Context: an optimization exercise on an open-source flow, tuned for small area. The choices shown serve that exercise and are no tape-out recipe.
Function was checked by simulation only, so behaviour that the tests miss may differ from the original.
No activity file was given, so power comes from the tool's default toggle rates.

==> design/flow/design.v <==
module Debouncer (
    input  clk,
    input  rst,
    input  signal,
    output reg signal_state,
    output signal_up
);
reg s0, s1;
reg [9:0] cnt;
wire idle = (signal_state == s1);
wire low_zero = ~|cnt[8:0];
wire term = cnt[9] & low_zero;
wire fb = cnt[9] ^ cnt[6] ^ low_zero;
always @(posedge clk) begin
    s0 <= ~rst & signal;
    s1 <= ~rst & s0;
    if (rst | idle) cnt <= 10'd0;
    else cnt <= {cnt[8:0], fb};
    if (rst) signal_state <= 1'b0;
    else if (term) signal_state <= s1;
end
assign signal_up = term & signal_state & ~s1;
endmodule
module clock_divisor (
    input  clk,
    input  rst,
    input  restart,
    output reg out,
    output tick
);
reg [11:0] cnt;
assign tick = (cnt == 12'h742);
wire clr = rst | restart;
always @(posedge clk) begin
    if (clr | tick) cnt <= 12'd0;
    else cnt <= {cnt[10:0], ~(cnt[11] ^ cnt[10])};
    if (clr) out <= 1'b0;
    else if (tick) out <= ~out;
end
endmodule
module temporizador (
    input  clk,
    input  rst,
    input  [1:0] value,
    input  start_timer,
    output led_blink,
    output reg t_expired
);
reg counting;        
reg started;         
reg [1:0] counter;
reg blink_last;
reg pulse;
clock_divisor div (
    .clk(clk),
    .rst(rst),
    .restart(started),
    .out(led_blink),
    .tick()
);
wire [1:0] ctmp = counter + {1'b0, pulse};
wire expire = (ctmp >= value);
always @(posedge clk) begin
    blink_last <= ~rst & led_blink;
    pulse      <= ~rst & led_blink & ~blink_last;
    started    <= ~rst & ~counting & start_timer;
    t_expired  <= ~rst & counting & expire;
    counting   <= ~rst & (counting ? ~expire : start_timer);
    counter    <= counting ? ctmp : 2'd0;
end
endmodule
`timescale 1ns / 1ps
module FSM(
    input clk,
    input rst,
    input ok,
    input t_expired,
	 input reset,
	 input [2:0] c_type,
    output reg [2:0]ing_type,
	 output reg start_timer,
	 output reg[7:3] ingredientes,
	 output reg cobrar,
	 output reg [2:0] c_type_saved
    );
  parameter INICIO  = 4'b0000,AGUA = 4'b0010,CAFE = 4'b0100, MILK  = 4'b0110,CHOCO = 4'b1000,AZUC = 4'b1010, COBRAR_WAIT = 4'b1111;
  parameter LAGUA = 4'b0001,LCAFE = 4'b0011, LMILK  = 4'b0101,LCHOCO = 4'b0111,LAZUC = 4'b1001, COBRAR = 4'b1011;
  reg   [3:0] state;
always @ (posedge clk)
begin  
if(rst)
begin
	state <=  INICIO;
	c_type_saved <= 0;
end
else if(reset == 1'b1)
begin
	state <=  INICIO;
end
else begin	
	case(state)
		  INICIO : if (ok == 1'b1)
					  begin
						  state <= LAGUA;
						  c_type_saved <= c_type;
					  end
					  else 
						  state <= INICIO;
		  LAGUA : state <= AGUA;
		  AGUA : if (t_expired) begin
						  state <= LCAFE; end
					  else 
						  state <= AGUA;
		  LCAFE: state <= CAFE;
		  CAFE :if (t_expired)begin
						  state <= LMILK; end
					  else 
						  state <= CAFE;
		  LMILK: state <= MILK;			  
		  MILK :if (t_expired) begin
						  state <= LCHOCO; end
					  else 
						  state <= MILK;
		  LCHOCO : state <= CHOCO;
		  CHOCO : if (t_expired) begin
						  state <= LAZUC; end
					  else 
						  state <= CHOCO;
		  LAZUC: state <= AZUC;
		  AZUC : if (t_expired) begin
						  state <= COBRAR; end
					  else 
						  state <= AZUC;
		  COBRAR: begin
					c_type_saved <= 0;
					state <= COBRAR_WAIT;
					end
		  COBRAR_WAIT: begin
					c_type_saved <= 0;
					state <= INICIO;
					end
		  default : state <= INICIO;
		 endcase
 end
end
always @(state) 
     begin
	  case(state)
      INICIO : begin
			ing_type =  3'b000;
			start_timer =  1'b0;
			ingredientes =  5'b00000;
			cobrar = 0;
               end
		LAGUA : begin
			 ing_type =  3'b001;
			 start_timer =  1'b0;
			 ingredientes =  5'b10000;
			 cobrar = 0;
             end
      AGUA : begin
			 ing_type =  3'b001;
			 start_timer =  1'b1;
			 ingredientes =  5'b10000;
			 cobrar = 0;
             end
		LCAFE : begin
             ing_type =  3'b010;
	          start_timer =  1'b0;
	          ingredientes =  5'b01000;
		       cobrar = 0;
             end
      CAFE : begin
             ing_type =  3'b010;
	          start_timer =  1'b1;
	          ingredientes =  5'b01000;
			    cobrar = 0;
             end
		LMILK: begin
             ing_type =  3'b011;
	          start_timer =  1'b0;
	          ingredientes =  5'b00100;
			    cobrar = 0;
             end		 
	   MILK: begin
             ing_type =  3'b011;
	          start_timer =  1'b1;
	          ingredientes =  5'b00100;
			    cobrar = 0;
             end
		LCHOCO : begin
				ing_type =  3'b100;
				start_timer =  1'b0;
				ingredientes =  5'b00010;
			   cobrar = 0;
				end
      CHOCO : begin
				ing_type =  3'b100;
				start_timer =  1'b1;
				ingredientes =  5'b00010;
			   cobrar = 0;
				end
		LAZUC : begin
			ing_type =  3'b101;
			start_timer=  1'b0;
			ingredientes=  5'b00001;
			cobrar = 0;
			end
      AZUC : begin
			ing_type =  3'b101;
			start_timer=  1'b1;
			ingredientes=  5'b00001;
			cobrar = 0;
			end
		COBRAR : begin
			ing_type =  3'b000;
			start_timer=  1'b0;
			ingredientes=  5'b00000;
			cobrar = 1;
			end
		COBRAR_WAIT : begin
			ing_type =  3'b000;
			start_timer=  1'b0;
			ingredientes=  5'b00000;
			cobrar = 0;
			end
     default : begin
					ing_type =  3'b000;
					start_timer=  1'b0;
               ingredientes =  5'b00000;
					cobrar = 0;
               end
    endcase
   end
 endmodule  
module Comparador(
    input clk,
    input rst,
    input [3:0] dinero,
    input [2:0] c_type,
    output reg ok,
    output reg [3:0] cambio
    );
reg [3:0] precio;
always @(*)
	case(c_type)
		3'b001: precio = 4'd3;
		3'b010: precio = 4'd4;
		3'b011: precio = 4'd5;
		3'b100: precio = 4'd7;
		default: precio = 4'd0;
	endcase
wire hit = (precio != 4'd0) && (dinero >= precio);
always @(posedge clk) begin
	ok     <= ~rst & hit;
	cambio <= (~rst & hit) ? dinero - precio : 4'd0;
end
endmodule
module Contador(
    input clk,
    input rst,
    input one,
    input five,
    input reset,
    output reg [3:0] total
    );
always @(posedge clk)
	if (rst || reset) total <= 4'd0;
	else if (five) total <= total + 4'd5;
	else if (one) total <= total + 4'd1;
endmodule
module SelectBebida(
    input [3:0] switches,
    output reg [2:0] c_type
    );
always @(*)
begin
	case (switches)
		4'b0001 : c_type = 3'b001;
		4'b0010 : c_type = 3'b010;
		4'b0100 : c_type = 3'b011;
		4'b1000 : c_type = 3'b100;
		default : c_type = 3'b000;
	endcase
end
endmodule
`timescale 1ns / 1ps
module TimeSelector(
    input [2:0] c_type,
    input [2:0] ing_type,
    output reg [1:0] t_value
    );
always @(*)
begin
		if (c_type == 3'b001)
			case(ing_type)
				3'b001: t_value = 2;
				3'b010: t_value = 3;
				3'b011: t_value = 0;
				3'b100: t_value = 0;
				3'b101: t_value = 1;
				default: t_value = 0;
			endcase
		else if (c_type == 3'b010)
			case(ing_type)
				3'b001: t_value = 2;
				3'b010: t_value = 2;
				3'b011: t_value = 1;
				3'b100: t_value = 0;
				3'b101: t_value = 1;
				default: t_value = 0;
			endcase
		else if (c_type == 3'b011)
			case(ing_type)
				3'b001: t_value = 2;
				3'b010: t_value = 1;
				3'b011: t_value = 2;
				3'b100: t_value = 0;
				3'b101: t_value = 1;
				default: t_value = 0;
			endcase
		else if (c_type == 3'b100)
			case(ing_type)
				3'b001: t_value = 1;
				3'b010: t_value = 1;
				3'b011: t_value = 1;
				3'b100: t_value = 2;
				3'b101: t_value = 1;
				default: t_value = 0;
			endcase
		else
			t_value = 0;	
end
endmodule
module binto7seg(
    input  [3:0] binary,
    output reg [6:0] seg
    );
always @(*)
case (binary)
4'd0 : seg = 7'b1000000;
4'd1 : seg = 7'b1111001;
4'd2 : seg = 7'b0100100;
4'd3 : seg = 7'b0110000;
4'd4 : seg = 7'b0011001;
4'd5 : seg = 7'b0010010;
4'd6 : seg = 7'b0000010;
4'd7 : seg = 7'b1111000;
4'd8 : seg = 7'b0000000;
4'd9 : seg = 7'b0010000;
4'd10: seg = 7'b0001000;
4'd11: seg = 7'b0000011;
4'd12: seg = 7'b1000110;
4'd13: seg = 7'b0100001;
4'd14: seg = 7'b0000110;
default: seg = 7'b0001110;
endcase
endmodule
module deco(
    input clk,
    input rst,
    input step,
    output reg [3:0] out
    );
always @(posedge clk)
	if (rst) out <= 4'b1111;
	else if (step) out <= {out[2:0], ~&out[2:0]};
endmodule
module seven_segment (
    input clk,
    input rst,
    input [3:0] in,       
    output [6:0] seg,
    output [3:0] an
  );
reg [9:0] cnt;
reg [3:0] unidades;
reg decenas;
wire low_zero = ~|cnt[7:0];
wire at_zero = low_zero & ~cnt[8] & ~cnt[9];
wire at_load = low_zero & cnt[8] & ~cnt[9];
wire fb = cnt[9] ^ cnt[6] ^ (low_zero & ~cnt[8]);
deco deco (
	.clk(clk),
	.rst(rst),
	.step(at_zero),
	.out(an)
);
always @(posedge clk) begin
	if (rst) cnt <= 10'd0;
	else cnt <= {cnt[8:0], fb};
	if (at_load & ~an[0]) unidades <= (in > 4'd9) ? in - 4'd10 : in;
	if (at_load & ~an[1]) decenas <= (in > 4'd9);
end
wire [3:0] x = ~an[2] ? unidades : {3'b000, ~an[3] & decenas};
binto7seg toseg (
	.binary(x),
	.seg(seg)
);
endmodule
module main(
    input clk,
    input rst,
    input btnl,
    input btnd,
    input btnr,
    input btnp,
    input [3:0] speed,
    output [7:0] led,
    output [6:0] seg,
    output [3:0] an
    );
wire [3:0] bebida;
wire [3:0] total;
wire [3:0] cambio;
wire reset_wire;
wire cobrar_wire;
wire cancel_wire;
wire hundred_wire;
wire five_hundred_wire;
wire [2:0] c_type;
wire [2:0] c_type_saved;
wire t_expired;
wire [2:0] ing_type;
wire [1:0] t_value;
wire start_timer;
wire ok;
assign led[1:0] = 2'b00;
Debouncer coffee      (.clk(clk), .rst(rst), .signal(speed[0]), .signal_state(bebida[0]), .signal_up());
Debouncer coffee_milk (.clk(clk), .rst(rst), .signal(speed[1]), .signal_state(bebida[1]), .signal_up());
Debouncer cappuc      (.clk(clk), .rst(rst), .signal(speed[2]), .signal_state(bebida[2]), .signal_up());
Debouncer mocca       (.clk(clk), .rst(rst), .signal(speed[3]), .signal_state(bebida[3]), .signal_up());
Debouncer cancel      (.clk(clk), .rst(rst), .signal(btnd), .signal_state(cancel_wire), .signal_up());
Debouncer reset       (.clk(clk), .rst(rst), .signal(btnp), .signal_state(reset_wire), .signal_up());
Debouncer hundred_coin      (.clk(clk), .rst(rst), .signal(btnl), .signal_state(), .signal_up(hundred_wire));
Debouncer five_hundred_coin (.clk(clk), .rst(rst), .signal(btnr), .signal_state(), .signal_up(five_hundred_wire));
SelectBebida selector(.switches(bebida), .c_type(c_type));
Comparador comparador (.clk(clk), .rst(rst), .dinero(total), .c_type(c_type), .cambio(cambio), .ok(ok));
Contador monedero(.clk(clk), .rst(rst), .one(hundred_wire), .five(five_hundred_wire),
	.reset(cancel_wire | cobrar_wire), .total(total));
temporizador temp(.clk(clk), .rst(rst), .value(t_value), .start_timer(start_timer),
	.led_blink(led[2]), .t_expired(t_expired));
TimeSelector time_select(.c_type(c_type_saved), .ing_type(ing_type), .t_value(t_value));
FSM fsm(.clk(clk), .rst(rst), .ok(ok), .c_type(c_type), .t_expired(t_expired), .reset(reset_wire),
	.ing_type(ing_type), .start_timer(start_timer), .ingredientes(led[7:3]), .cobrar(cobrar_wire),
	.c_type_saved(c_type_saved));
seven_segment seven_seg(.clk(clk), .rst(rst), .in((cambio != 4'd0) ? cambio : total), .seg(seg), .an(an));
endmodule
==> design/flow/run.sh <==
#!/bin/bash
# synth_recipe.tcl (not shown) runs the flow's synth.tcl, then flattens the netlist and writes it again
# the make line also repeats each setting of config.mk as NAME=value (left out here)
make -C /OpenROAD-flow-scripts/flow DESIGN_CONFIG=/design/flow/config.mk WORK_HOME=/design/flow/orfs CLKGATE_MAP_FILE= SYNTH_SCRIPT=/design/flow/synth_recipe.tcl finish
==> design/flow/config.mk <==
export PLATFORM = sky130hd
export DESIGN_NAME = main
export DESIGN_NICKNAME = main
export VERILOG_FILES = /design/flow/design.v
export SDC_FILE = /design/flow/constraint.sdc
export NUM_CORES = 4
export LEC_CHECK = 0
export CAP_MARGIN = 20
export CORE_MARGIN = 2
export CORE_UTILIZATION = 40
export SLEW_MARGIN = 20
==> design/flow/constraint.sdc <==
create_clock -name core_clock -period 10.0 [get_ports {clk}]
set_input_delay 2.0000 -clock core_clock [delete_from_list [all_inputs] [get_ports {clk}]]
set_output_delay 2.0000 -clock core_clock [all_outputs]
set_load 0.01 [all_outputs]
==> run notes <==
-- power breakdown --
group	internal, uW	leakage [uW]	total, uW	switching [uW]
combinational	34.6	0.00133	66.3	31.7
sequential	685	0.00137	693	7.71
clock	388	0.000290	640	251
-- final timing paths --
| kind | depth (start not counted) | start | to |
|---|---|---|---|
| setup / recovery | 7 | seven_seg.deco.out[2] | seg[3] |
| hold / removal | 1 | temp.blink_last | temp.pulse |
| setup reg to reg | 9 | fsm.state[3] | led[4] |
| hold reg to reg | 1 | temp.blink_last | temp.pulse |
-- sequential cells by signal, indices dropped and copies added (netlist names), 5 cells and up --
name	flops
cancel.cnt	10
cappuc.cnt	10
coffee.cnt	10
coffee_milk.cnt	10
five_hundred_coin.cnt	10
hundred_coin.cnt	10
led	5
mocca.cnt	10
reset.cnt	10
seven_seg.cnt	10
temp.div.cnt	12
-- cells in the final DEF (no fill, tap or decap), drive strengths merged, types with 4 or more instances in the layout --
cell / netlist / layout
edfxtp: 5 / 5
dfxtp: 164 / 164
clkdlybuf4s50: 0 / 25
o21a: 4 / 4
nor3: 18 / 18
nor4: 11 / 11
clkbuf: 17 / 22
ha: 19 / 19
and2: 90 / 90
xor2: 10 / 10
a211o: 4 / 4
o21ai: 27 / 27
nand4: 13 / 13
and3: 5 / 5
inv: 23 / 24
nor2b: 36 / 36
clkinv: 0 / 6
nor2: 53 / 53
mux2i: 11 / 11
nand3: 15 / 15
a21oi: 25 / 25
or3: 6 / 6
a31oi: 6 / 6
nor3b: 5 / 5
and3b: 4 / 4
xnor2: 25 / 25
nand2: 10 / 10
-- critical path, stage by stage, from the launching register on --
cell and delay, ns:
dfxtp_1 0.57, mux2i_1 0.52, inv_1 0.13, ha_1 0.25
mux2_2 0.27, a21oi_1 0.14, o22ai_1 0.09, clkdlybuf4s50_1 0.50
-- kinds of logic after synthesis --
| family | share of synthesized area, % |
|---|---|
| other | 0.0576 |
| adders and majority gates | 3.96 |
| buffers and inverters | 2.94 |
| xor gates and xnor gates | 4.71 |
| muxes | 2.21 |
| DFF | 52.7 |
| AOI/OAI and AO/OA | 8.40 |
| and+or+nand+nor | 25.0 |
-- through the flow --
| step | util, % | cells | setup slack [ns] | hold slack (ns) | instance area (um^2) |
|---|---|---|---|---|---|
| 2_1_floorplan | - | 660 | 6.04 | 0.367 | 6510 |
| 3_3_place_gp | 43.7 | 879 | 5.60 | 0.375 | 6940 |
| 3_5_place_dp | 43.7 | 879 | 5.52 | 0.380 | 6940 |
| 4_1_cts | 47.4 | 911 | 5.06 | 0.391 | 7530 |
| 5_1_grt | 47.4 | 911 | 4.85 | 0.393 | 7530 |
| 6_report | 47.4 | 911 | 5.11 | 0.387 | 7530 |
-- cell type report --
type / count / area, um^2
clock inverter: 10 / 118
timing repair buffer: 27 / 263
tap: 216 / 270
clock buffer: 22 / 474
fill: 1489 / 8350
inverter: 23 / 86.3
sequential: 169 / 3430
multi-input combinational: 444 / 2890
-- per-layer routing --
| metal | global-route usage, % | share of wire, % | routed length [um] |
|---|---|---|---|
| met1 | 16.6 | 49 | 5240 |
| met3 | 4.48 | 3.9 | 413 |
| met5 | 0 | 0 | 0 |
| met2 | 21.4 | 46 | 4860 |
| met4 | 4.59 | 1.3 | 141 |
==> metrics.cfg <==
[worst_setup_path]
end_kind=output pin
rrSetupSlack_ns=7.35
cp.arrival_ns=2.89
cp_data_required_time_ns=8.00
worstSetupPathType=flip-flop to output pin
startpoint_type=flip-flop
cp_max_fo=14

[grt]
grt_remaining_overflow=0
grt_use_total_pct=13.3
grt_pass1_wl_um=19100
antenna_found_initial=0
grt_pass1_vias=4316
grt_max_degree=67

[clock_network]
cts.sinks=169
cts_setup_buffers=0
htree_levels=4
clk_pin_slew_ns=0.06
cts_resized=0
clockBufferDepth=2
cts_tree=built
cts_made_buffers=17
clock_latency_ns=0.41
cts-root-buf=clkbuf_16
hold_buffers=0

[synth]
synth_top_area_cell=dfxtp_1
ys_async_sr_fraction_pct=0
synthFlopType=dfxtp_1
syn_area_per_cell_um2=9.88
synthCells=659
synthMostInstantiatedCell=dfxtp_1
synth_edf_count=5
yosys_warnings=11
synth_area_um2=6510
yosys-top-cells-area=dfxtp_1 (50%), and2_1 (8.6%), ha_1 (3.7%)
synth_top_area_share_pct=50.4
synth_commonest_cells=dfxtp_1 (164), and2_1 (90), nor2_1 (53)
seq_area_frac_synth_pct=52.7
ys_seq_elements=169
synth_cell_types=54

[sta]
worst_slew_pin_slew_ns=0.917
rsz0062_at_grt=false
max-slew-margin-rel_pct=38.7
finalClockSkew_ns=0.00770
post-route-min-period_ns=4.89
tns_ns=0
final_hold_viol_count=0
max_freq_mhz=204
fin_crit_sh_pct=48.9
finalMaxSlewViolations=0
finalSetupViolations=0

[placement]
gp_congestion=0.781
port_buffers=26
place_hpwl_um=7370

[pwr]
powerDensity_nw_per_um2=186
p_leak_uw=0.00300
fin_total_pwr_uw=1400
ir_drop_v=0.000171

[floorplanning]
dieWidth_um=132
core_um2=15900
start_util_pct=41.0
die_h_um=132
num_rows=46
pin_count=29
die_area_um2=17300

[drt]
drtIter0Drc=227
wl_per_cell_um=11.7
vias=4375
dr.pass1.iters=5
drcViolationCount=0
vias_per_cell=4.80
ant_nets=0
routed_wl_um=10700

[layout]
fin_nets=712
layout-drive-gt1-share_pct=5.90
diodes=0
syn2layout_area_growth_pct=15.7

[min_path]
hp-class=flip-flop to flip-flop

[status]
outcome=timing/DRC/antenna clean

[run]
drv_cap=0

afterwards: timing with drivers on the ports:
No port has a modelled driver above. Below, the same layout with a new extraction and two added sets of constraints. Step 1 assumes that a clkbuf_16 drives the clock port and a buf_2 every other input. Step 2 also shifts input and output timing later by t, the mid clock arrival at the registers, as if the neighbouring blocks saw the same clock. Three values: ideal, step 1, step 2; two values: the first two.
t, ns: 0.448
setup WS [ns]: 5.105 / 5.065 / 5.513
worst setup path at the end: register to output
cell pins on the clock port's net: 1
After both steps setup and hold are still met in this run. For this run, drivers alone change the setup slack by -0.040 ns; drivers and shift together by +0.408 ns.
